Context: an optimization exercise on an open-source flow, tuned for small area. The choices shown serve that exercise and are no tape-out recipe.
At most, simulation tests tie the RTL to the original design; equivalence was not proved.
The flow treats the clock pin as an ideal source, which a real chip does not have.
Power is estimated from default activity; no workload was simulated.

== rev 12 ==
==> flow/design.v <==
module FA (
  input a,
  input b,
  input ci,
  output s,
  output co
);
  assign s = a ^ b ^ ci;
  assign co = (a & b) | (a & ci) | (b & ci);
endmodule
module HA (
  input a,
  input b,
  output s,
  output co
);
  assign s = a ^ b;
  assign co = a & b;
endmodule
module firFilter(dataOut1,r_out,dataIn1,rIn1, clk, rst, enable);
input clk,rst,enable;
output [16-1:0]dataOut1;
output r_out;
input [16-1:0]dataIn1;
input rIn1;
localparam L = 9;
reg mR;                      
reg [2:0] n;                 
reg [15:0] x, a1, o;         
reg [15:2] a2;               
wire [1:0] a2l = {d[1] ^ d[0], d[0]};
reg [13:0] d;                
reg c2, c1, co;              
always @(posedge clk) begin
  if (rst) begin
    mR <= 1'b0;
    n  <= 3'd0;
  end else if (enable) begin
    mR <= rIn1;
    n  <= {mR & n[1] & ~n[0], mR & (n[1] | n[0]), mR & ~n[1]};
  end
end
wire [15:0] s3;              
wire [15:0] k3;              
wire [15:2] a2n;
wire [15:0] a2c;             
genvar i;
generate
  for (i = 2; i <= 14; i = i + 1) begin : csa
    FA u (.a(d[i-2]), .b(x[i-1]), .ci(x[i]), .s(s3[i]), .co(k3[i+1]));
  end
endgenerate
assign s3[15] = d[13] ^ x[14] ^ x[15];
assign a2c[1] = x[1] & x[0];
HA a2h2 (.a(s3[2]), .b(a2c[1]), .s(a2n[2]), .co(a2c[2]));
generate
  for (i = 3; i < L; i = i + 1) begin : a2lo
    FA u (.a(s3[i]), .b(a2c[i-1]), .ci(k3[i]), .s(a2n[i]), .co(a2c[i]));
  end
endgenerate
HA a2hL (.a(s3[L]), .b(k3[L]), .s(a2n[L]), .co(a2c[L]));
generate
  for (i = L + 1; i <= 14; i = i + 1) begin : a2hi
    FA u (.a(s3[i]), .b(a2c[i-1]), .ci(k3[i]), .s(a2n[i]), .co(a2c[i]));
  end
endgenerate
assign a2n[15] = s3[15] ^ k3[15] ^ a2c[14];
wire [15:0] a1n;
wire [15:0] a1c;
assign a1n[0] = a2l[0];
HA a1h1 (.a(a2l[1]), .b(x[0]), .s(a1n[1]), .co(a1c[1]));
generate
  for (i = 2; i < L; i = i + 1) begin : a1lo
    FA u (.a(a2[i]), .b(a1c[i-1]), .ci(x[i-1]), .s(a1n[i]), .co(a1c[i]));
  end
endgenerate
FA a1fL (.a(a2[L]), .b(c2), .ci(x[L-1]), .s(a1n[L]), .co(a1c[L]));
generate
  for (i = L + 1; i <= 14; i = i + 1) begin : a1hi
    FA u (.a(a2[i]), .b(a1c[i-1]), .ci(x[i-1]), .s(a1n[i]), .co(a1c[i]));
  end
endgenerate
assign a1n[15] = a2[15] ^ x[14] ^ a1c[14];
wire [15:0] on;
wire [15:0] oc;
HA oh0 (.a(a1[0]), .b(x[0]), .s(on[0]), .co(oc[0]));
generate
  for (i = 1; i < L; i = i + 1) begin : olo
    FA u (.a(a1[i]), .b(oc[i-1]), .ci(x[i]), .s(on[i]), .co(oc[i]));
  end
endgenerate
FA ofL (.a(a1[L]), .b(c1), .ci(x[L]), .s(on[L]), .co(oc[L]));
generate
  for (i = L + 1; i <= 14; i = i + 1) begin : ohi
    FA u (.a(a1[i]), .b(oc[i-1]), .ci(x[i]), .s(on[i]), .co(oc[i]));
  end
endgenerate
assign on[15] = a1[15] ^ x[15] ^ oc[14];
always @(posedge clk) begin
  if (enable) begin
    x  <= dataIn1;
    d  <= x[13:0];
    a2 <= a2n;
    c2 <= a2c[L-1];
    a1 <= a1n;
    c1 <= a1c[L-1];
    o  <= on;
    co <= oc[L-1];
  end
end
wire [15:0] inc;             
assign inc[L] = co;
generate
  for (i = L; i <= 14; i = i + 1) begin : oinc
    HA u (.a(o[i]), .b(inc[i]), .s(dataOut1[i]), .co(inc[i+1]));
  end
endgenerate
assign dataOut1[15] = o[15] ^ inc[15];
assign dataOut1[L-1:0] = o[L-1:0];
assign r_out = n[2];
endmodule
export LEC_CHECK = 0
export CAP_MARGIN = 20
export CORE_MARGIN = 2
export CORE_UTILIZATION = 40
export SLEW_MARGIN = 20
export SYNTH_HIERARCHICAL = 1
export SYNTH_MINIMUM_KEEP_SIZE = 0
create_clock -name core_clock -period 4.0 [get_ports {clk}]
standard.sh (not shown) runs the stock make flow with config.mk's settings and CLKGATE_MAP_FILE= SYNTH_SCRIPT=/design/flow/synth_recipe.tcl, a recipe that flattens the netlist after the stock synthesis.
==> flow/flow/run.sh <==
#!/bin/bash
# The standard layout, with three changes: the smallest buffer (buf_1) on
# every input and output port, no dummy loads in the clock tree, and the clock
# tree's leaf buffers downsized where the flip-flop clock-pin slew allows.
set -euo pipefail
export BUFFER_PORTS_ARGS="-buffer_cell sky130_fd_sc_hd__buf_1"
export CTS_ARGS="-sink_clustering_enable -repair_clock_nets -dont_use_dummy_load"
export POST_CTS_TCL="$(pwd)/flow/downsize_clk.tcl"
bash standard.sh finish > standard_finish.log 2>&1
==> flow/flow/downsize_clk.tcl <==
estimate_parasitics -placement
proc clk_pin_slew_max {} {
  set worst 0.0
  foreach p [get_pins -hierarchical */CLK] {
    foreach prop {slew_max_rise slew_max_fall} {
      set s [get_property $p $prop]
      if {$s > $worst} { set worst $s }
    }
  }
  return $worst
}
set slew_limit 0.112
set setup0 [sta::worst_slack_cmd max]
set hold0 [sta::worst_slack_cmd min]
puts "clock downsizing: start slew [clk_pin_slew_max] setup $setup0 hold $hold0"
set sizes {sky130_fd_sc_hd__clkbuf_1 sky130_fd_sc_hd__clkbuf_2 sky130_fd_sc_hd__clkbuf_4 sky130_fd_sc_hd__clkbuf_8 sky130_fd_sc_hd__clkbuf_16}
foreach inst [get_cells clkbuf_*_f_clk] {
  set name [get_full_name $inst]
  set orig [get_property $inst ref_name]
  set idx [lsearch $sizes $orig]
  if {$idx < 0} { continue }
  set best $orig
  for {set i [expr {$idx - 1}]} {$i >= 0} {incr i -1} {
    set cand [lindex $sizes $i]
    replace_cell $inst $cand
    estimate_parasitics -placement
    set sl [clk_pin_slew_max]
    set su [sta::worst_slack_cmd max]
    set ho [sta::worst_slack_cmd min]
    puts "clock downsizing: try $name $cand slew $sl setup $su hold $ho"
    if {$sl <= $slew_limit && $su >= -20e-12 && $ho >= 50e-12} {
      set best $cand
    } else {
      break
    }
  }
  replace_cell $inst $best
  estimate_parasitics -placement
  puts "clock downsizing: $name $orig -> $best"
}
puts "clock downsizing: end slew [clk_pin_slew_max] setup [sta::worst_slack_cmd max] hold [sta::worst_slack_cmd min]"
detailed_placement
check_placement
Rev 12 did not stop at any stage, and its layout met the timing, DRC and antenna checks.
[inputs] rev 13 vs rev 12
-- flow/design.v --
<<< rev 12, line 56
generate
  for (i = 3; i < L; i = i + 1) begin : a2lo
    FA u (.a(s3[i]), .b(a2c[i-1]), .ci(k3[i]), .s(a2n[i]), .co(a2c[i]));
  end
endgenerate
>>> rev 13, line 56
generate
  for (i = 3; i < L; i = i + 1) begin : a2lo
    FA u (.a(s3[i]), .b(k3[i]), .ci(a2c[i-1]), .s(a2n[i]), .co(a2c[i]));
  end
endgenerate
<<< rev 12, line 62
generate
  for (i = L + 1; i <= 14; i = i + 1) begin : a2hi
    FA u (.a(s3[i]), .b(a2c[i-1]), .ci(k3[i]), .s(a2n[i]), .co(a2c[i]));
  end
endgenerate
>>> rev 13, line 62
generate
  for (i = L + 1; i <= 14; i = i + 1) begin : a2hi
    FA u (.a(s3[i]), .b(k3[i]), .ci(a2c[i-1]), .s(a2n[i]), .co(a2c[i]));
  end
endgenerate
<<< rev 12, line 72
generate
  for (i = 2; i < L; i = i + 1) begin : a1lo
    FA u (.a(a2[i]), .b(a1c[i-1]), .ci(x[i-1]), .s(a1n[i]), .co(a1c[i]));
  end
endgenerate
FA a1fL (.a(a2[L]), .b(c2), .ci(x[L-1]), .s(a1n[L]), .co(a1c[L]));
generate
  for (i = L + 1; i <= 14; i = i + 1) begin : a1hi
    FA u (.a(a2[i]), .b(a1c[i-1]), .ci(x[i-1]), .s(a1n[i]), .co(a1c[i]));
  end
endgenerate
>>> rev 13, line 72
generate
  for (i = 2; i < L; i = i + 1) begin : a1lo
    FA u (.a(a2[i]), .b(x[i-1]), .ci(a1c[i-1]), .s(a1n[i]), .co(a1c[i]));
  end
endgenerate
FA a1fL (.a(a2[L]), .b(x[L-1]), .ci(c2), .s(a1n[L]), .co(a1c[L]));
generate
  for (i = L + 1; i <= 14; i = i + 1) begin : a1hi
    FA u (.a(a2[i]), .b(x[i-1]), .ci(a1c[i-1]), .s(a1n[i]), .co(a1c[i]));
  end
endgenerate
<<< rev 12, line 87
generate
  for (i = 1; i < L; i = i + 1) begin : olo
    FA u (.a(a1[i]), .b(oc[i-1]), .ci(x[i]), .s(on[i]), .co(oc[i]));
  end
endgenerate
FA ofL (.a(a1[L]), .b(c1), .ci(x[L]), .s(on[L]), .co(oc[L]));
generate
  for (i = L + 1; i <= 14; i = i + 1) begin : ohi
    FA u (.a(a1[i]), .b(oc[i-1]), .ci(x[i]), .s(on[i]), .co(oc[i]));
  end
endgenerate
>>> rev 13, line 87
generate
  for (i = 1; i < L; i = i + 1) begin : olo
    FA u (.a(a1[i]), .b(x[i]), .ci(oc[i-1]), .s(on[i]), .co(oc[i]));
  end
endgenerate
FA ofL (.a(a1[L]), .b(x[L]), .ci(c1), .s(on[L]), .co(oc[L]));
generate
  for (i = L + 1; i <= 14; i = i + 1) begin : ohi
    FA u (.a(a1[i]), .b(x[i]), .ci(oc[i-1]), .s(on[i]), .co(oc[i]));
  end
endgenerate
Findings:
Rev 12 ended up with more cell instances than rev 13 did.
Rev 13 does better than rev 12 on routed wire length.
Comparing total global-route track usage for rev 12 and rev 13, the bigger number came from rev 12.
Compared with rev 12, rev 13 shows a lower proportion of power drawn by combinational gates.
Looking at initial detailed-routing violation count, rev 13 sits 4.8% above rev 12.
Summary — synthesis-to-finish area growth, rev 13 relative to rev 12: lower, by 1.4 points.
o[8]$_DFFE_PP_ as the capture point of the worst path was reported by rev 12, and a1[8]$_DFFE_PP_ by rev 13.
Non-clock buffer count for rev 13 is lower than for rev 12.
No functional check of the RTL was part of rev 12.

[static timing again, ports no longer ideal]
Ports are ideal in the flow. The routed layouts listed here were re-timed in OpenROAD. Step 1 (the two cells are an assumption about what drives the block):
set clk [get_ports {clk}]
set_driving_cell -lib_cell sky130_fd_sc_hd__clkbuf_16 $clk
set_driving_cell -lib_cell sky130_fd_sc_hd__buf_2 [delete_from_list [all_inputs] $clk]
Step 2 moves the port delays by t, midway between the first and last clock arrival at a register: inputs arrive t later, outputs are due t later. That takes back most of the time a late clock gives input paths. Slacks: ideal ports / drivers / drivers and shift; pairs: ideal ports / drivers.
run | t (ns) | setup WS [ns] | hold WS [ns] | worst slew at a driven data input, ns | pins driven straight from the clock port
rev 12 | 0.368 | 0.062 / 0.062 / 0.062 | 0.479 / 0.479 / 0.479 | 0.04 | 1
rev 13 | 0.361 | 0.138 / 0.138 / 0.138 | 0.489 / 0.489 / 0.489 | 0.04 | 1
After both steps every run listed still meets setup and hold.
